This is an optimization exercise on Yosys and OpenROAD, whose aim is small area, not a production implementation. Only simulation tests tie the RTL to the original design; equivalence was not proved. The clock port is modelled as an ideal driver, which makes a skipped or thinned clock tree look cheaper than it is; a real chip needs a root buffer or a tree. No activity file was given, so power comes from the tool's default toggle rates.

== trial 21 ==
==> flow/design.v (excerpt) <==
module top_motor(
    input i_clk, i_reset,
    input [2:0] i_button,
    output o_pwm,
    output [3:0] o_Led,
    output [7:0] o_font,
    output o_position
    );
clock: 10.0 ns
lec_check: 0
cap_margin: 20
core_margin: 2
core_utilization: 70
place_density: 0.8
slew_margin: 20
standard.sh (not shown) runs the stock make flow with config.mk's settings and CLKGATE_MAP_FILE= SYNTH_SCRIPT=/design/flow/synth_recipe.tcl, a recipe that flattens the netlist after the stock synthesis.
==> flow/flow/run.sh <==
#!/bin/bash
# Own layout flow: the standard ORFS flow with three changes:
#  - synthesis maps the logic with an area-oriented ABC script (flow/abc.script)
#    instead of ORFS's speed script; the rest of the synthesis is unchanged;
#  - port buffers are the smallest buffer cell;
#  - clock tree synthesis uses small clock buffers and no dummy loads.
# Every make run writes its full output to a log file in the work folder.
set -euo pipefail
W=$PWD
rm -rf "$W/scripts_area"
cp -r "$FLOW_HOME/scripts" "$W/scripts_area"
cp "$W/flow/abc.script" "$W/scripts_area/abc_speed.script"

bash standard.sh synth SCRIPTS_DIR="$W/scripts_area" > "$W/log_1_synth.txt" 2>&1
bash standard.sh floorplan place \
  BUFFER_PORTS_ARGS="-buffer_cell sky130_fd_sc_hd__buf_1" > "$W/log_2_place.txt" 2>&1
bash standard.sh cts \
  CTS_ARGS="-sink_clustering_enable -repair_clock_nets -buf_list sky130_fd_sc_hd__clkbuf_4 -dont_use_dummy_load" \
  > "$W/log_3_cts.txt" 2>&1
bash standard.sh finish > "$W/log_4_finish.txt" 2>&1
==> flow/flow/abc.script <==
strash
dch -f
amap
topo
Input changes introduced in build 77 (baseline for comparison: trial 21):
--- a/flow/flow/run.sh
+++ b/flow/flow/run.sh
@@ -17,3 +17,3 @@
 bash standard.sh cts \
-  CTS_ARGS="-sink_clustering_enable -repair_clock_nets -buf_list sky130_fd_sc_hd__clkbuf_4 -dont_use_dummy_load" \
+  CTS_ARGS="-sink_clustering_enable -repair_clock_nets -buf_list sky130_fd_sc_hd__clkbuf_8 -dont_use_dummy_load" \
   > "$W/log_3_cts.txt" 2>&1
==> flow/flow/abc.script <==
strash
ifraig
dc2
strash
dch -f
map -a
topo
## What came out
Mean instance size in the synthesized netlist in build 77 is 21% lower than in trial 21
Delta (build 77 minus trial 21): effective utilization at floorplan went up, clock period minus final worst setup slack went down.
Going from trial 21 to build 77, violation count after the first detailed-routing iteration grew by more than a quarter.
Comparing the two runs side by side, build 77 comes out behind trial 21 on wire length of the first global-routing pass.
Of trial 21 and build 77, the lower die area belongs to trial 21.
Build 77 vs trial 21: share of power burned in combinational logic up in build 77
Summary of build 77 over trial 21: number of detailed-routing iterations run before antenna repair fell by 1; non-clock buffer count went up 1; final number of max-transition violations held; sequential share of layout area shrank by 2.5 points.

========
top_motor, a different RTL version from the one above (not shown whole).
For scale: about 19 I/O pins, about 0.0021 mm2 of cells after synthesis.
Settings: LEC_CHECK=0, CAP_MARGIN=20, CORE_MARGIN=2, CORE_UTILIZATION=70, PLACE_DENSITY=0.8, SLEW_MARGIN=20; clock period 10.0 ns.
==> flow/flow/run.sh <==
#!/bin/bash
# Own layout flow: the standard ORFS flow with three changes:
#  - synthesis maps the logic with an area-oriented ABC script (flow/abc.script)
#    instead of ORFS's speed script; the rest of the synthesis is unchanged;
#  - port buffers are the smallest buffer cell;
#  - clock tree synthesis uses small clock buffers and no dummy loads.
# Every make run writes its full output to a log file in the work folder.
set -euo pipefail
W=$PWD
rm -rf "$W/scripts_area"
cp -r "$FLOW_HOME/scripts" "$W/scripts_area"
cp "$W/flow/abc.script" "$W/scripts_area/abc_speed.script"

bash standard.sh synth SCRIPTS_DIR="$W/scripts_area" > "$W/log_1_synth.txt" 2>&1
bash standard.sh floorplan place \
  BUFFER_PORTS_ARGS="-buffer_cell sky130_fd_sc_hd__buf_1" > "$W/log_2_place.txt" 2>&1
bash standard.sh cts \
  CTS_ARGS="-sink_clustering_enable -repair_clock_nets -buf_list sky130_fd_sc_hd__clkbuf_4 -dont_use_dummy_load" \
  > "$W/log_3_cts.txt" 2>&1
bash standard.sh finish > "$W/log_4_finish.txt" 2>&1
==> flow/flow/abc.script <==
strash
&get -n
&deepsyn -T 20
&put
&get -n
&dch -f
&nf -a -R 1000
&put
strash
&get -n
&dch -f
&nf -a -R 1000
&put
topo
The starting point ran to the end with no violations.
Then changed:
==> flow/flow/abc.script (replaced) <==
strash
&get -n
&deepsyn -T 20
&put
dch -f
amap
topo
The changed run finished with timing, DRC and antenna clean; global-route usage goes down by 0.39 points; cell area goes up by 1.1%; die area goes up by about 1%; wire length goes up by about 0.7%; clock-buffer cell count does not change.

========
The RTL this note starts from:
==> flow/design.v <==
module top_motor(
    input i_clk, i_reset,
    input [2:0] i_button,
    output o_pwm,
    output [3:0] o_Led,
    output [7:0] o_font,
    output o_position
    );
    reg [6:0] r_div;
    wire w_tick = (r_div == 7'd99);    
    wire w_c13  = (r_div == 7'd62);    
    wire w_c26  = (r_div == 7'd102);   
    wire w_c39  = (r_div == 7'd60);    
    wire w_c49  = (r_div == 7'd67);    
    wire w_c89  = (r_div == 7'd93);    
    always @(posedge i_clk or posedge i_reset) begin
        if (i_reset) r_div <= 7'd12;
        else r_div <= {r_div[5:0], r_div[6] ^ r_div[0] ^ w_tick};
    end
    reg [49:1] r_ring_hi;
    reg r_ring_lo;
    wire [49:0] r_ring = {r_ring_hi, r_ring_lo};
    reg [2:1] r_state;    
    wire [2:0] w_state = {r_state, r_ring[0]};
    reg r_diff2;          
    reg r_carry;          
    reg r_clear;          
    reg [1:0] r_act;
    reg [3:0] r_level;    
    reg r_pwm;
    wire w_init = r_pwm & ~r_level[3];
    wire w_full = r_ring[46] & r_ring[42] & r_ring[41] & r_ring[40] & r_ring[37];           
    wire w_wrap = &{r_ring[49:47], r_ring[44:40]};                                          
    wire w_step = w_tick ? (i_button[0] ^ w_state[0]) :
                  w_c13  ? r_act[1] :
                  r_diff2;
    wire w_start_n = w_tick | w_c13 | w_c26;
    wire w_clear = w_start_n ? (w_step & w_full) :
                   w_c39 ? w_wrap :
                   w_c49 ? 1'b0 : r_clear;
    wire w_carry = w_start_n ? (w_step & ~w_full) :
                   w_c39 ? ~w_wrap :
                   w_c49 ? 1'b0 : r_carry;
    wire w_head_run = ~w_clear & (r_ring[49] ^ w_carry);
    wire w_head = (w_init & ~w_tick) ? w_c89 : w_head_run;
    wire [2:0] w_flip = {w_c26, w_c13, w_tick} & {3{w_start_n & w_step & w_full}};
    wire [2:0] w_release = w_flip & w_state;
    reg [3:0] w_next_level;
    always @(*) begin
        case (r_act)
            2'd1: w_next_level = {1'b1, r_level[3:1]};
            2'd2: w_next_level = {r_level[2:0], 1'b0};
            2'd3: w_next_level = 4'b0000;
            default: w_next_level = r_level;
        endcase
    end
    wire [9:0] w_q = {r_ring[1], r_ring[2], r_ring[3], r_ring[4], r_ring[5],
                      r_ring[6], r_ring[7], r_ring[8], r_ring[9], r_ring[10]};
    wire w_pwm_next = (w_next_level[3] & (w_q < 10'd300)) | (w_next_level[2] & (w_q < 10'd600)) |
                      (w_next_level[1] & (w_q < 10'd800)) | (w_next_level[0] & (w_q != 10'd999));
    always @(posedge i_clk or posedge i_reset) begin
        if (i_reset) begin
            r_ring_lo <= 1'b0;
            r_state <= 2'b00;
            r_act <= 2'd0;
            r_level <= 4'b0000;
            r_pwm <= 1'b1;
        end
        else begin
            r_ring_lo <= w_head;
            r_state <= r_state ^ w_flip[2:1];
            if (w_tick) begin
                r_act <= {i_button[1] ^ r_state[1], w_release[0]};
                r_level <= w_next_level;
                r_pwm <= w_pwm_next;
            end
            else if (w_c13) r_act[1] <= ~r_act[0] & w_release[1];
            else if (r_act == 2'd0 && w_release[2]) r_act <= 2'd3;
        end
    end
    always @(posedge i_clk) begin
        r_ring_hi <= {r_ring[48:1], r_ring[0] ^ w_flip[0]};
        r_carry <= w_carry & r_ring[49];
        r_clear <= w_clear;
        if (w_tick) r_diff2 <= i_button[2] ^ r_state[2];
    end
    wire t1 = r_level[3], t2 = r_level[2], t3 = r_level[1], t4 = r_level[0];
    wire l1 = t1 & ~t2;
    assign o_pwm = r_pwm & r_level[3];
    assign o_Led = r_level;
    assign o_font = {1'b1, ~t2, t1 & ~t4, l1 | t3, l1 | t4, t2 & ~t3, 1'b0, l1 | t4} | {8{i_reset}};
    assign o_position = 1'b0;
endmodule
==> flow/config.mk <==
export PLATFORM = sky130hd
export DESIGN_NAME = top_motor
export DESIGN_NICKNAME = top_motor
export VERILOG_FILES = /design/flow/design.v
export SDC_FILE = /design/flow/constraint.sdc
export NUM_CORES = 4
export LEC_CHECK = 0
export CAP_MARGIN = 20
export CORE_MARGIN = 2
export CORE_UTILIZATION = 45
export PLACE_DENSITY = 0.8
export SLEW_MARGIN = 20
==> flow/constraint.sdc <==
create_clock -name core_clock -period 10.0 [get_ports {i_clk}]
set_input_delay 2.0000 -clock core_clock [delete_from_list [all_inputs] [get_ports {i_clk}]]
set_output_delay 2.0000 -clock core_clock [all_outputs]
set_load 0.01 [all_outputs]
==> flow/flow/run.sh <==
#!/bin/bash
# Own layout flow: the standard ORFS flow with four changes:
#  - synthesis maps the logic with an area-oriented ABC script (flow/abc.script)
#    instead of ORFS's speed script; the rest of the synthesis is unchanged;
#  - port buffers are the smallest buffer cell;
#  - the clock tree is a balanced two-level tree built by flow/clock_tree.tcl
#    (two clkbuf_16 leaf buffers under one clkbuf_2 root) in place of
#    TritonCTS's H-tree; the rest of ORFS's CTS step (timing repair,
#    detailed placement) runs as usual.
# Every make run writes its full output to a log file in the work folder.
set -euo pipefail
W=$PWD
rm -rf "$W/scripts_area" "$W/scripts_cts"
cp -r "$FLOW_HOME/scripts" "$W/scripts_area"
cp "$W/flow/abc.script" "$W/scripts_area/abc_speed.script"
cp -r "$FLOW_HOME/scripts" "$W/scripts_cts"
python3 - "$W/scripts_cts/cts.tcl" "$W/flow/clock_tree.tcl" <<'PY'
import sys
path, tree = sys.argv[1], sys.argv[2]
t = open(path).read()
old = "log_cmd clock_tree_synthesis {*}$cts_args\n"
assert old in t
t = t.replace(old, "source %s\nbuild_tree 2 sky130_fd_sc_hd__clkbuf_16 sky130_fd_sc_hd__clkbuf_2\nset_propagated_clock [all_clocks]\n" % tree)
open(path, "w").write(t)
PY

bash standard.sh synth SCRIPTS_DIR="$W/scripts_area" > "$W/log_1_synth.txt" 2>&1
bash standard.sh floorplan place \
  BUFFER_PORTS_ARGS="-buffer_cell sky130_fd_sc_hd__buf_1" > "$W/log_2_place.txt" 2>&1
bash standard.sh cts SCRIPTS_DIR="$W/scripts_cts" > "$W/log_3_cts.txt" 2>&1
bash standard.sh finish > "$W/log_4_finish.txt" 2>&1
==> flow/flow/abc.script <==
strash
&get -n
&deepsyn -T 20
&put
&get -n
&dch -f
&nf -a -R 1000 -p
&put
strash
&get -n
&dch -f
&nf -a -R 1000 -p
&put
topo
Other scripts of this flow, unchanged in this note and not shown: flow/flow/clock_tree.tcl
The starting point completed without violations.
==> next run, changes <==
==> flow/flow/abc.script (replaced) <==
strash
&get -n
&deepsyn -T 20
&put
&get -n
&dch -f
&nf -a -R 1000 -p -C 32
&put
strash
&get -n
&dch -f
&nf -a -R 1000 -p -C 32
&put
topo
Register-to-register slack loses 110 ps.
Core utilization is about the same.
Synthesized cell count rose by 1.2%.
In every run of this note, the design's own scripts or RTL, not TritonCTS, make the clock network.

[port drivers added, routing unchanged]
In the flow no input, the clock included, has a driving cell. The finished layouts below were timed again as built, in two steps.
Step 1 (the two cells are an assumption about what drives the block):
set clk [get_ports {i_clk}]
set_driving_cell -lib_cell sky130_fd_sc_hd__clkbuf_16 $clk
set_driving_cell -lib_cell sky130_fd_sc_hd__buf_2 [delete_from_list [all_inputs] $clk]
Step 2 adds t to the input delays and takes it off the output delays; t is the mean of the earliest and latest rising clock arrival at the registers after step 1. Input paths then give back, and output paths get back, about the clock's delay inside the block.
Slacks: no drivers / after step 1 / after step 2; pairs: no drivers / after step 1.
run | t, ns | setup slack, ns | hold WS [ns] | worst slew at a driven data input, ns
trial 21 | 0.409 | 4.670 / 4.646 / 4.646 | 0.348 / 0.348 / 0.348 | 0.03
build 77 | 0.349 | 4.828 / 4.808 / 4.808 | 0.366 / 0.366 / 0.366 | 0.03
the first run of note 2 | 0.408 | 4.908 / 4.872 / 4.872 | 0.315 / 0.315 / 0.315 | 0.04
the second run of note 2 | 0.399 | 4.756 / 4.732 / 4.732 | 0.325 / 0.325 / 0.325 | 0.03
the first run of note 3 | 0.377 | 4.672 / 4.648 / 4.648 | 0.337 / 0.337 / 0.337 | 0.03
the second run of note 3 | 0.392 | 4.946 / 4.924 / 4.924 | 0.335 / 0.335 / 0.335 | 0.04
After both steps setup and hold are still met in every run listed. For the first run of note 2, which loses most, drivers alone change the setup slack by -0.036 ns; drivers and shift together by -0.036 ns.
